From an optimization exercise on the open Yosys and OpenROAD flow, aimed at small area, a short achievable clock period and few clock cycles per item; shortcuts taken in it are not production practice.
In this exercise RTL edits were held to simulation tests only and were not proved equivalent to the original.
Power is estimated from default activity; no workload was simulated.

// axi_system_top
module axi_system_top #
(
    parameter ADDR_WIDTH = 32,
    parameter DATA_WIDTH = 32,
    parameter NUM_REGS   = 16
)
(
    input                       aclk,
    input                       aresetn,
    input                       m_wr_req,
    input   [ADDR_WIDTH-1:0]    m_wr_addr,
    input   [DATA_WIDTH-1:0]    m_wr_data,
    input   [DATA_WIDTH/8-1:0]  m_wr_strb,
    output                      m_wr_done,
    output  [1:0]               m_wr_resp,
    input                       m_rd_req,
    input   [ADDR_WIDTH-1:0]    m_rd_addr,
    output  [DATA_WIDTH-1:0]    m_rd_data,
    output                      m_rd_done,
    output  [1:0]               m_rd_resp
);
    register_file #(
        .DATA_WIDTH (DATA_WIDTH),
        .NUM_REGS   (NUM_REGS)
    ) u_regs (
        .clk     (aclk),
        .rst_n   (aresetn),
        .wr_req  (m_wr_req),
        .wr_sel  (m_wr_addr[5:2]),
        .wr_data (m_wr_data),
        .wr_strb (m_wr_strb),
        .wr_done (m_wr_done),
        .rd_req  (m_rd_req),
        .rd_sel  (m_rd_addr[5:2]),
        .rd_data (m_rd_data),
        .rd_done (m_rd_done)
    );
    assign m_wr_resp = 2'b00;
    assign m_rd_resp = 2'b00;
endmodule
For scale: about 1,200 cells after synthesis, roughly 140 I/O pins.
==> flow/config.mk <==
export PLATFORM = sky130hd
export DESIGN_NAME = axi_system_top
export DESIGN_NICKNAME = axi_system_top
export VERILOG_FILES = /design/flow/design.v
export SDC_FILE = /design/flow/constraint.sdc
export NUM_CORES = 4
export LEC_CHECK = 0
export CAP_MARGIN = 20
export CORE_MARGIN = 2
export CORE_UTILIZATION = 60
export CTS_BUF_LIST = sky130_fd_sc_hd__clkbuf_4 sky130_fd_sc_hd__clkbuf_8
export CTS_CLUSTER_DIAMETER = 40
export CTS_CLUSTER_SIZE = 12
export SETUP_SLACK_MARGIN = 2.1
export SLEW_MARGIN = 20
==> flow/constraint.sdc <==
create_clock -name core_clock -period 4.0 [get_ports {aclk}]
set_input_delay 0.8000 -clock core_clock [delete_from_list [all_inputs] [get_ports {aclk}]]
set_output_delay 0.8000 -clock core_clock [all_outputs]
set_load 0.01 [all_outputs]
standard.sh (not shown) runs the stock make flow with config.mk's settings and CLKGATE_MAP_FILE= SYNTH_SCRIPT=/design/flow/synth_recipe.tcl, a recipe that flattens the netlist after the stock synthesis.
==> flow/flow/run.sh <==
#!/bin/bash
# The standard layout, with the resizer free to change a cell's footprint.
set -euo pipefail
bash standard.sh MATCH_CELL_FOOTPRINT=0 "BUFFER_PORTS_ARGS=-buffer_cell sky130_fd_sc_hd__buf_1" finish > standard.log 2>&1
Testbench counts at the start, summed over its fixed seeds: cycles 6,168, items 8,192.
Then changed:
==> flow/flow/run.sh (replaced) <==
#!/bin/bash
# The standard layout, with the resizer free to change a cell's footprint,
# plain buf_1 cells as the port buffers (upsized by the resizer as needed),
# and an extra gate-sizing pass after global route (flow/post_grt.tcl).
set -euo pipefail
export POST_GLOBAL_ROUTE_TCL="$PWD/flow/post_grt.tcl"
bash standard.sh MATCH_CELL_FOOTPRINT=0 "BUFFER_PORTS_ARGS=-buffer_cell sky130_fd_sc_hd__buf_1" \
  "POST_GLOBAL_ROUTE_TCL=$PWD/flow/post_grt.tcl" finish > standard.log 2>&1
==> flow/flow/post_grt.tcl (new file) <==
puts "post_grt: extra sizing to setup margin 2.3"
estimate_parasitics -global_routing
report_worst_slack -max
repair_timing -setup -setup_margin 2.3 -repair_tns 0 -sequence "sizeup,swap" -verbose
global_route -start_incremental
detailed_placement
global_route -end_incremental
estimate_parasitics -global_routing
report_worst_slack -max
CORE_UTILIZATION = 66   (was 60)
CTS_BUF_LIST = unset   (was sky130_fd_sc_hd__clkbuf_4 sky130_fd_sc_hd__clkbuf_8)
CTS_CLUSTER_DIAMETER = 50   (was 40)
CTS_CLUSTER_SIZE = 16   (was 12)
The new run finished with timing, DRC and antenna clean.
Synthesized area stays the same.
Maximum frequency came out higher by 1.9%.
Non-clock buffer count came out lower by 2.
Then changed:
==> flow/flow/run.sh (replaced) <==
#!/bin/bash
# The standard layout, with the resizer free to change a cell's footprint.
set -euo pipefail
bash standard.sh MATCH_CELL_FOOTPRINT=0 "BUFFER_PORTS_ARGS=-buffer_cell sky130_fd_sc_hd__buf_1" finish > standard.log 2>&1
CORE_UTILIZATION = 50   (was 66)
CTS_CLUSTER_DIAMETER = 80   (was 50)
CTS_CLUSTER_SIZE = 30   (was 16)
PLACE_DENSITY = 0.85   (was unset)
removed: flow/flow/post_grt.tcl
What happened:
- The changed run finished with timing, DRC and antenna clean
- final area went down slightly
- non-clock buffer count drops by 2
- register-to-register slack is worse by 0.31 ns
- setup slack is worse by 0.31 ns
- clock power drops by a quarter to a third
- synthesized area stays the same
Then changed:
CORE_UTILIZATION = 72   (was 50)
PLACE_DENSITY = unset   (was 0.85)
=> Power is lower by a few percent. Worst setup slack improves by 0.23 ns. Core utilization is higher by 24 points. Routed wire length is lower by a little under a tenth. Count of clock-buffer cells in the layout is unchanged.


== willow ==
Starting RTL as in the previous note.
export LEC_CHECK = 0
export CAP_MARGIN = 20
export CORE_MARGIN = 2
export CORE_UTILIZATION = 68
export CTS_CLUSTER_DIAMETER = 80
export CTS_CLUSTER_SIZE = 30
export GPL_TIMING_DRIVEN = 0
export SETUP_SLACK_MARGIN = 2.1
export SLEW_MARGIN = 20
create_clock -name core_clock -period 4.0 [get_ports {aclk}]
==> flow/flow/run.sh <==
#!/bin/bash
# The standard layout, with the resizer free to change a cell's footprint.
set -euo pipefail
bash standard.sh MATCH_CELL_FOOTPRINT=0 "BUFFER_PORTS_ARGS=-buffer_cell sky130_fd_sc_hd__buf_1" finish > standard.log 2>&1
Testbench counts of willow, summed over its fixed seeds: cycles 6,168, items 8,192.
Inputs modified between willow and violet:
- clearing GPL_TIMING_DRIVEN, which used to be 0
- putting TNS_END_PERCENT at 10 where nothing was set
Findings:
- Summary of violet over willow: clock buffer count from CTS has decreased; post-route clock period utilization dropped 1.7 points; filler cell count in the final layout shows an increase of 25%.
- Final area improves in violet relative to willow.
> inputs changed (violet -> zinc)
- swapping 68 for 64 in CORE_UTILIZATION
Looking at the reports, zinc completed the entire flow and the layout it produced met the timing, design-rule and antenna checks. On final setup slack of the worst path, violet loses to zinc. Cmp zinc vs violet: time the final worst path needs with I/O delays and setup lower in zinc. Taking violet as the reference, in zinc number of resized instances in the post-cts repair step went up, final area picked up an extra 140 µm², signed area change from the synthesized netlist to the final layout +0.67 points.

[re-timing with driven ports]
The flow's constraints put no driver on any port. The routed layouts listed below were extracted and timed again, unchanged, in two steps. Step 1 sets driving cells, clkbuf_16 on the clock port and buf_2 on the other inputs (assumed; they add their load-dependent delay and slew). Step 2 moves the port delays by t, midway between the first and last clock arrival at a register: inputs arrive t later, outputs are due t later. That takes back most of the time a late clock gives input paths. Three values: ideal ports, drivers, drivers and shift; two values: the first two.
| run | t (ns) | setup slack, ns | worst hold slack (ns) | worst register clock-pin slew, ns | cell pins on the clock port's net |
|---|---|---|---|---|---|
| the first run of note 1 | 0.650 | 2.035 / 2.063 / 1.413 | 0.155 / 0.131 / 0.490 | 0.08 / 0.08 | 1 |
| the second run of note 1 | 0.590 | 2.072 / 2.090 / 1.514 | 0.228 / 0.203 / 0.482 | 0.07 / 0.07 | 1 |
| the third run of note 1 | 0.621 | 1.760 / 1.748 / 1.128 | 0.174 / 0.150 / 0.511 | 0.12 / 0.12 | 1 |
| the fourth run of note 1 | 0.609 | 1.988 / 2.014 / 1.406 | 0.212 / 0.186 / 0.492 | 0.11 / 0.11 | 1 |
| willow | 0.627 | 1.890 / 1.874 / 1.247 | 0.192 / 0.167 / 0.488 | 0.12 / 0.12 | 1 |
| violet | 0.619 | 1.959 / 1.979 / 1.360 | 0.337 / 0.304 / 0.502 | 0.12 / 0.12 | 1 |
| zinc | 0.609 | 2.021 / 2.021 / 1.413 | 0.204 / 0.173 / 0.496 | 0.11 / 0.11 | 1 |
After both steps every run listed still meets setup and hold. The setup slack of willow, which loses most, moves by -0.016 ns with the drivers and by -0.643 ns with both steps.
